Context: an optimization exercise on an open-source flow, tuned for small area, a short achievable clock period and few clock cycles per item. The choices shown serve that exercise and are no tape-out recipe. In this exercise RTL edits were held to simulation tests only and were not proved equivalent to the original.

// cordic_mod
module cordic_mod(
	input clk, rst,
	input signed [15:0] inp_x, inp_y,
	output [15:0] arctan,
	output reg valid
);
Size: roughly 51 I/O pins.
Settings: LEC_CHECK=0, CAP_MARGIN=20, CORE_MARGIN=2, CORE_UTILIZATION=40, CTS_BUF_LIST=sky130_fd_sc_hd__clkbuf_4 sky130_fd_sc_hd__clkbuf_8, CTS_CLUSTER_DIAMETER=100, CTS_CLUSTER_SIZE=32, SETUP_SLACK_MARGIN=5.0, SLEW_MARGIN=20, SYNTH_HIERARCHICAL=1, SYNTH_MINIMUM_KEEP_SIZE=0, TNS_END_PERCENT=20; clock period 8.0 ns.
standard.sh (not shown) runs the stock make flow with config.mk's settings and CLKGATE_MAP_FILE= SYNTH_SCRIPT=/design/flow/synth_recipe.tcl, a recipe that flattens the netlist after the stock synthesis.
==> flow/flow/run.sh <==
#!/bin/bash
# The standard layout, except that the port buffers are the smallest buffer
# (buf_1) instead of the flow's default
# pick. Synthesis is the standard one, unchanged.
set -euo pipefail
bash standard.sh synth > synth.log 2>&1
bash standard.sh BUFFER_PORTS_ARGS="-buffer_cell sky130_fd_sc_hd__buf_1" finish > layout.log 2>&1
Testbench counts at the start, summed over its fixed seeds: cycles 108,000, items 12,000.
Then changed:
- CORE_UTILIZATION: 40 -> 55
- TNS_END_PERCENT: 20 -> default
First-iteration DRC count went up by 4.3%.
Sequential cell count stays the same.
Non-clock buffer count went up by 8.
Global-route usage went up by 7.7 points.
Design area went down by 0.65%.
Routed wire length went down by 1.5%.


cordic_mod, a different RTL version from the one above (not shown whole).
Size: roughly 910 cells after synthesis, ~70 flip-flops, ~51 I/O pins.
export LEC_CHECK = 0
export CAP_MARGIN = 20
export CORE_MARGIN = 2
export CORE_UTILIZATION = 40
export SLEW_MARGIN = 20
create_clock -name core_clock -period 8.0 [get_ports {clk}]
run.sh (not shown) runs the stock make flow with config.mk's settings and CLKGATE_MAP_FILE= SYNTH_SCRIPT=/design/flow/synth_recipe.tcl, a recipe that flattens the netlist after the stock synthesis.
Stock flow here: none of the scripts above is used.
The starting point finished clean.
Testbench counts at the start, summed over its fixed seeds: cycles 108,000, items 12,000.
Next try:
--- a/flow/config.mk
+++ b/flow/config.mk
@@ -7,2 +7,3 @@
 export LEC_CHECK = 0
+export ABC_CLOCK_PERIOD_IN_PS = 3500
 export CAP_MARGIN = 20
@@ -10,2 +11,3 @@
 export CORE_UTILIZATION = 40
+export SETUP_SLACK_MARGIN = 4
 export SLEW_MARGIN = 20
=> The new run completed with no timing, DRC or antenna violations; wire length rose by 9.2%; setup slack improves by 0.92 ns; final area came out higher by 8.0%; core utilization came out higher by 3.7 points.
Next try:
--- a/flow/config.mk
+++ b/flow/config.mk
@@ -7,3 +7,3 @@
 export LEC_CHECK = 0
-export ABC_CLOCK_PERIOD_IN_PS = 3500
+export ABC_CLOCK_PERIOD_IN_PS = 2500
 export CAP_MARGIN = 20
@@ -11,3 +11,3 @@
 export CORE_UTILIZATION = 40
-export SETUP_SLACK_MARGIN = 4
+export SETUP_SLACK_MARGIN = 5
 export SLEW_MARGIN = 20
=> Register-to-register slack gains 0.15 ns. Worst setup slack gains 0.15 ns. Sequential share of layout area went down by 1.2 points. Cell count went up by 3.8%. Core utilization went up by 4.0 points. Routed wire length went up by 7.0%.


== amber ==
cordic_mod with an RTL version that a note above also has.
For scale: roughly 770 cells after synthesis, ~61 flip-flops, roughly 51 I/O pins.
clock: 8.0 ns
lec_check: 0
cap_margin: 20
core_margin: 2
core_utilization: 40
cts_buf_list: sky130_fd_sc_hd__clkbuf_4 sky130_fd_sc_hd__clkbuf_8
cts_cluster_diameter: 100
cts_cluster_size: 32
setup_slack_margin: 4.8
slew_margin: 20
synth_hierarchical: 1
synth_minimum_keep_size: 0
tns_end_percent: 0
standard.sh (not shown) runs the stock make flow with config.mk's settings and CLKGATE_MAP_FILE= SYNTH_SCRIPT=/design/flow/synth_recipe.tcl, a recipe that flattens the netlist after the stock synthesis.
Scripts as last shown in full above: flow/flow/run.sh
amber completed end to end with timing, DRC and antenna clean.
Testbench counts of amber, summed over its fixed seeds: cycles 108,000, items 12,000.
--- input diff amber..delta ---
Settings: CORE_UTILIZATION: 40 -> 55; TNS_END_PERCENT: 0 -> unset.
Findings:
Every stage of the flow completed for delta, and the final layout passed the timing, DRC and antenna checks.
delta: clock-buffer cell count 2 above amber
[diff] final area, delta relative to amber: improvement
Compared with amber, delta has less setup slack.
Of delta and amber, delta shows the lower worst hold slack, with amber above it.
Relative to amber, the final routed wire length divided by cell count measured on delta has increased by a little under 10%.
Final period demand of the worst path: delta > amber
In the reports for delta and amber, the larger post-cts repair resize count belongs to delta.
Total cell area at the placement stage went down slightly going from amber to delta.
Re number of nets in the layout: delta and amber aren't equal, and the higher value belongs to amber.
Modified inputs, violet compared to delta
Settings: CORE_UTILIZATION changed from 55 to 40; SETUP_SLACK_MARGIN changed from 4.8 to 4.9; TNS_END_PERCENT newly set to 0.
Results
- Ratio of cells with drive above 1 in the final layout is lower on delta
- Taking delta as the reference point, the register-to-register slack of violet rises by 0.11 ns.
- delta → violet: final worst-path setup slack rose 0.056 ns; die area rose 0.0046 mm².
What quartz does differently from violet at the input level:
Settings: changing SETUP_SLACK_MARGIN from 4.9 to 4.8; removing TNS_END_PERCENT (formerly 0).
==> run notes <==
- quartz: all stages complete, timing, DRC and antenna checks passed
- Compared with violet, quartz improves wire length.
- quartz: final critical-path required period higher than violet
- Total met2 wirelength after detailed routing for quartz is lower than for violet.
- Largest incremental delay on the critical path was higher in the run labelled violet.
- quartz: area added between synthesis and finish lower than violet
- Against violet, quartz reports a final cycle utilization of the critical path that is higher.
- Compared quartz vs violet, and remaining max-slew budget at the tightest pin is up in quartz.

what the ideal ports hide:
In the flow no input, the clock included, has a driving cell. The finished layouts below were timed again as built, in two steps.
Step 1 assumes that a clkbuf_16 drives the clock port and a buf_2 every other input.
Step 2 adds t to the input delays and takes it off the output delays; t is the mean of the earliest and latest rising clock arrival at the registers after step 1. Input paths then give back, and output paths get back, about the clock's delay inside the block.
Three values: ideal ports, drivers, drivers and shift; two values: the first two.
| run | shift t [ns] | setup slack, ns | worst setup path after step 2 | latest minus earliest clock arrival (ns) |
|---|---|---|---|---|
| the first run of note 1 | 0.413 | 5.002 / 5.007 / 4.594 | input to register | 0.013 / 0.014 |
| the second run of note 1 | 0.396 | 5.027 / 5.024 / 4.628 | input to register | 0.013 / 0.013 |
| the first run of note 2 | 0.383 | 3.153 / 3.153 / 3.153 | register to register | 0.005 / 0.004 |
| the second run of note 2 | 0.393 | 4.077 / 4.077 / 3.724 | input to register | 0.012 / 0.011 |
| the third run of note 2 | 0.386 | 4.226 / 4.226 / 3.917 | input to register | 0.008 / 0.007 |
| amber | 0.417 | 4.884 / 4.884 / 4.491 | input to register | 0.013 / 0.013 |
| delta | 0.402 | 4.879 / 4.895 / 4.494 | input to register | 0.009 / 0.009 |
| violet | 0.413 | 4.935 / 4.951 / 4.537 | input to register | 0.014 / 0.013 |
| quartz | 0.413 | 4.889 / 4.905 / 4.492 | input to register | 0.013 / 0.013 |
After both steps every run listed still meets setup and hold. For the first run of note 1, which loses most, drivers alone change the setup slack by +0.005 ns; drivers and shift together by -0.408 ns.
